What follows belongs to an exercise in optimizing a design on an open flow for small area; a production flow would make more cautious choices. Only simulation tests tie the RTL to the original design; equivalence was not proved. Power and IR drop assume default switching activity.

## prt_scaler_engine
module prt_scaler_engine
#(
    parameter                               P_PPC = 4,           
    parameter                               P_BPC = 8            
)
(
    input wire                              RST_IN,
    input wire                              CLK_IN,
    input wire                              CTL_RUN_IN,
    input wire                              CTL_FS_IN,
    input wire [3:0]                        CTL_MODE_IN,
    input wire [15:0]                       CTL_HWIDTH_IN,
    input wire [15:0]                       CTL_VHEIGHT_IN,
    input wire                              LBF_RDY_IN,
    input wire                              SLW_RDY_IN,
    output wire                             SLW_LRST_OUT,
    output wire                             SLW_LNXT_OUT,
    output wire [1:0]                       SLW_STEP_OUT,
    input wire [(3*5*P_BPC)-1:0]            SLW_DAT0_IN,
    input wire [(3*5*P_BPC)-1:0]            SLW_DAT1_IN,
    output wire [(3*P_PPC*P_BPC)-1:0]       VID_DAT_OUT,
    output wire                             VID_DE_OUT
);
make LEC_CHECK=0 CAP_MARGIN=30 CORE_MARGIN=2 CORE_UTILIZATION=60 CTS_CLUSTER_DIAMETER=90 CTS_CLUSTER_SIZE=24 PLACE_DENSITY=0.7 SLEW_MARGIN=30 SYNTH_HIERARCHICAL=1 SYNTH_MEMORY_MAX_BITS=65536 finish   # period 5.0 ns
run.sh (not shown) runs the stock make flow with config.mk's settings and CLKGATE_MAP_FILE= SYNTH_SCRIPT=/design/flow/synth_recipe.tcl, a recipe that flattens the netlist after the stock synthesis.
The baseline completed with no timing, DRC or antenna violations.
==> next run, changes <==
==> flow/flow/run.sh (new file) <==
#!/bin/bash
# The standard layout, with every input and output port buffered by the smallest plain
# buffer (sky130_fd_sc_hd__buf_1) instead of the delay buffer buffer_ports picks by default.
set -euo pipefail
export BUFFER_PORTS_ARGS="-buffer_cell sky130_fd_sc_hd__buf_1"
bash standard.sh > standard.log 2>&1
==> flow/standard.sh (new file) <==
#!/bin/bash
# synth_recipe.tcl (not shown) runs the flow's synth.tcl, then flattens the netlist and writes it again
# the make line also repeats each setting of config.mk as NAME=value (left out here)
make -C /OpenROAD-flow-scripts/flow DESIGN_CONFIG=/design/flow/config.mk WORK_HOME=/design/flow/orfs CLKGATE_MAP_FILE= SYNTH_SCRIPT=/design/flow/synth_recipe.tcl "${@:-finish}"
--- a/flow/config.mk
+++ b/flow/config.mk
@@ -9,6 +9,6 @@
 export CORE_MARGIN = 2
-export CORE_UTILIZATION = 60
-export CTS_CLUSTER_DIAMETER = 90
-export CTS_CLUSTER_SIZE = 24
-export PLACE_DENSITY = 0.7
+export CORE_UTILIZATION = 50
+export CTS_CLUSTER_DIAMETER = 80
+export CTS_CLUSTER_SIZE = 20
+export PLACE_DENSITY = 0.6
 export SLEW_MARGIN = 30
removed: flow/run.sh
Setup slack is better by 100 ps.
Count of clock-buffer cells in the layout increases by 17.
Global-route usage falls by 6.8 points.
Area after synthesis does not change.
Utilization decreases by 12 points.
Wire length climbs by 3.5%.
Final area fell by 0.61%.
First-iteration DRC count shrinks by 13%.
Flip-flop and latch count does not change.
Fmax rises by 2.1%.
Total power came out higher by 0.59%.
==> next run, changes <==
--- a/flow/config.mk
+++ b/flow/config.mk
@@ -9,6 +9,6 @@
 export CORE_MARGIN = 2
-export CORE_UTILIZATION = 50
-export CTS_CLUSTER_DIAMETER = 80
-export CTS_CLUSTER_SIZE = 20
-export PLACE_DENSITY = 0.6
+export CORE_UTILIZATION = 60
+export CTS_CLUSTER_DIAMETER = 90
+export CTS_CLUSTER_SIZE = 24
+export PLACE_DENSITY = 0.7
 export SLEW_MARGIN = 30
Result:
- The changed run went through all stages and came out clean
- via count goes up by 3.8%
- hold slack got worse by 260 ps
- cell area falls by 0.85%
- wire length drops by 1.9%
- non-clock buffer count climbs by 57
==> next run, changes <==
--- a/flow/config.mk
+++ b/flow/config.mk
@@ -7,9 +7,9 @@
 export LEC_CHECK = 0
-export CAP_MARGIN = 30
+export CAP_MARGIN = 25
 export CORE_MARGIN = 2
-export CORE_UTILIZATION = 60
-export CTS_CLUSTER_DIAMETER = 90
-export CTS_CLUSTER_SIZE = 24
-export PLACE_DENSITY = 0.7
-export SLEW_MARGIN = 30
+export CORE_UTILIZATION = 65
+export CTS_CLUSTER_DIAMETER = 100
+export CTS_CLUSTER_SIZE = 26
+export PLACE_DENSITY = 0.75
+export SLEW_MARGIN = 25
 export SYNTH_HIERARCHICAL = 1
After rerunning:
- The new run produced a layout that fails on negative setup slack
- clock skew rises by 24 ps
- count of clock-buffer cells in the layout falls by 14
- cell area is lower slightly
- routed wire length rose by a little under a tenth
- total power is higher slightly
- setup slack degrades by 100 ps
- cell count fell by a few percent
- global-route usage rose by 7.5 points
- hold slack stays flat
- synthesized area stays the same
- flip-flop and latch count is unchanged

build 37:
Starting RTL as in the previous note.
Design prt_scaler_engine, start of the top module:
module prt_scaler_engine
#(
    parameter                               P_PPC = 4,           
    parameter                               P_BPC = 8            
)
(
    input wire                              RST_IN,
    input wire                              CLK_IN,
    input wire                              CTL_RUN_IN,
    input wire                              CTL_FS_IN,
    input wire [3:0]                        CTL_MODE_IN,
    input wire [15:0]                       CTL_HWIDTH_IN,
    input wire [15:0]                       CTL_VHEIGHT_IN,
    input wire                              LBF_RDY_IN,
    input wire                              SLW_RDY_IN,
    output wire                             SLW_LRST_OUT,
    output wire                             SLW_LNXT_OUT,
    output wire [1:0]                       SLW_STEP_OUT,
    input wire [(3*5*P_BPC)-1:0]            SLW_DAT0_IN,
    input wire [(3*5*P_BPC)-1:0]            SLW_DAT1_IN,
    output wire [(3*P_PPC*P_BPC)-1:0]       VID_DAT_OUT,
    output wire                             VID_DE_OUT
);
Settings: LEC_CHECK=0, CAP_MARGIN=30, CORE_MARGIN=2, CORE_UTILIZATION=50, CTS_CLUSTER_DIAMETER=80, CTS_CLUSTER_SIZE=20, PLACE_DENSITY=0.6, SLEW_MARGIN=30, SYNTH_HIERARCHICAL=1, SYNTH_MEMORY_MAX_BITS=65536; clock period 5.0 ns.
Stock flow here: none of the scripts above is used.
Setup changes, build 37 to build 78
--- a/flow/config.mk
+++ b/flow/config.mk
@@ -10,4 +10,2 @@
-export CORE_UTILIZATION = 50
-export CTS_CLUSTER_DIAMETER = 80
-export CTS_CLUSTER_SIZE = 20
-export PLACE_DENSITY = 0.6
+export CORE_UTILIZATION = 60
+export PLACE_DENSITY = 0.7
==> comparison <==
Between build 78 and build 37, the die area is higher for build 37. Delta (build 78 minus build 37): synthesis-to-layout area growth went down; flip-flop and latch share of the layout cell area was more or less identical.
Here is what was changed in the inputs of build 9 compared with build 78.
==> flow/flow/run.sh (new file) <==
#!/bin/bash
# The standard layout, with every input and output port buffered by the smallest plain
# buffer (sky130_fd_sc_hd__buf_1) instead of the delay buffer buffer_ports picks by default.
set -euo pipefail
export BUFFER_PORTS_ARGS="-buffer_cell sky130_fd_sc_hd__buf_1"
bash standard.sh > standard.log 2>&1
==> flow/standard.sh (new file) <==
#!/bin/bash
# synth_recipe.tcl (not shown) runs the flow's synth.tcl, then flattens the netlist and writes it again
# the make line also repeats each setting of config.mk as NAME=value (left out here)
make -C /OpenROAD-flow-scripts/flow DESIGN_CONFIG=/design/flow/config.mk WORK_HOME=/design/flow/orfs CLKGATE_MAP_FILE= SYNTH_SCRIPT=/design/flow/synth_recipe.tcl "${@:-finish}"
--- a/flow/config.mk
+++ b/flow/config.mk
@@ -8 +8 @@
-export CAP_MARGIN = 30
+export CAP_MARGIN = 25
@@ -10,0 +11,2 @@
+export CTS_CLUSTER_DIAMETER = 110
+export CTS_CLUSTER_SIZE = 28
@@ -12 +14 @@
-export SLEW_MARGIN = 30
+export SLEW_MARGIN = 25
removed: flow/run.sh
Findings:
Compared with build 78, final instance area in build 9 decreased by a few percent.
Build 9 can be clocked faster than build 78.
Comparing build 9 and build 78, the higher final worst slack is on build 9.
Routability congestion estimate of build 9 falls short of that of build 78 slightly.
## Diff of input files: build 94 against build 9
--- a/flow/flow/run.sh
+++ b/flow/flow/run.sh
@@ -3 +3,2 @@
-# buffer (sky130_fd_sc_hd__buf_1) instead of the delay buffer buffer_ports picks by default.
+# buffer (sky130_fd_sc_hd__buf_1) instead of the delay buffer buffer_ports picks by default,
+# and ORFS's power recovery (downsizing of gates with positive slack) after global routing.
@@ -5,0 +7 @@
+export RECOVER_POWER=100
--- a/flow/config.mk
+++ b/flow/config.mk
@@ -8 +8 @@
-export CAP_MARGIN = 25
+export CAP_MARGIN = 30
@@ -10,5 +10,5 @@
-export CORE_UTILIZATION = 60
-export CTS_CLUSTER_DIAMETER = 110
-export CTS_CLUSTER_SIZE = 28
-export PLACE_DENSITY = 0.7
-export SLEW_MARGIN = 25
+export CORE_UTILIZATION = 50
+export CTS_CLUSTER_DIAMETER = 80
+export CTS_CLUSTER_SIZE = 20
+export PLACE_DENSITY = 0.6
+export SLEW_MARGIN = 30
Build 94 ran in full, but the layout does not pass; the checks complain about max-capacitance violations, max-slew violations, negative setup slack.
Number of well taps up 21% in build 94 wrt build 9
Between build 94 and build 9, the slew at the pin with the worst max-slew slack is lower for build 9.
Changes observed in build 94 relative to build 9: worst setup slack went down 0.19 ns; clock-pin transition on the worst setup and hold timing paths decreased 0.04 ns; final total power went up 4.1%; net load switching power up about 1.7%.
Comparing build 94 against build 9, there is no change at all in flip-flop and latch count.
Against build 9 as the reference, build 94 delivers a higher max-capacitance violation count.

## separate check: timing with driven ports
In the flow no input, the clock included, has a driving cell. The finished layouts below were timed again as built, in two steps.
Step 1 sets driving cells, clkbuf_16 on the clock port and buf_2 on the other inputs (assumed; they add their load-dependent delay and slew).
Step 2, shift: input delay + t, output delay - t, t = (earliest + latest rising clock arrival at the registers) / 2. This alone moves slack from input paths to output paths.
Three values: ideal, step 1, step 2; two values: the first two.
run	shift t [ns]	setup WS [ns]	worst hold slack (ns)	latest minus earliest clock arrival (ns)	pins driven straight from the clock port
the first run of note 1	0.867	0.070 / 0.070 / 0.070	0.292 / 0.292 / 0.292	0.073 / 0.073	1
the second run of note 1	0.889	0.172 / 0.172 / 0.172	0.305 / 0.224 / 0.321	0.053 / 0.053	1
the third run of note 1	0.847	0.083 / 0.083 / 0.083	0.048 / -0.025 / 0.309	0.062 / 0.063	1
the fourth run of note 1	0.887	-0.019 / -0.019 / -0.019	0.045 / -0.025 / 0.318	0.074 / 0.074	1
build 37	0.853	0.150 / 0.150 / 0.150	0.296 / 0.296 / 0.296	0.061 / 0.061	1
build 78	0.894	0.093 / 0.093 / 0.093	0.268 / 0.263 / 0.268	0.086 / 0.086	1
build 9	0.863	0.129 / 0.129 / 0.129	0.049 / -0.029 / 0.319	0.086 / 0.085	1
build 94	0.881	-0.057 / -0.057 / -0.057	0.304 / 0.226 / 0.316	0.049 / 0.049	1
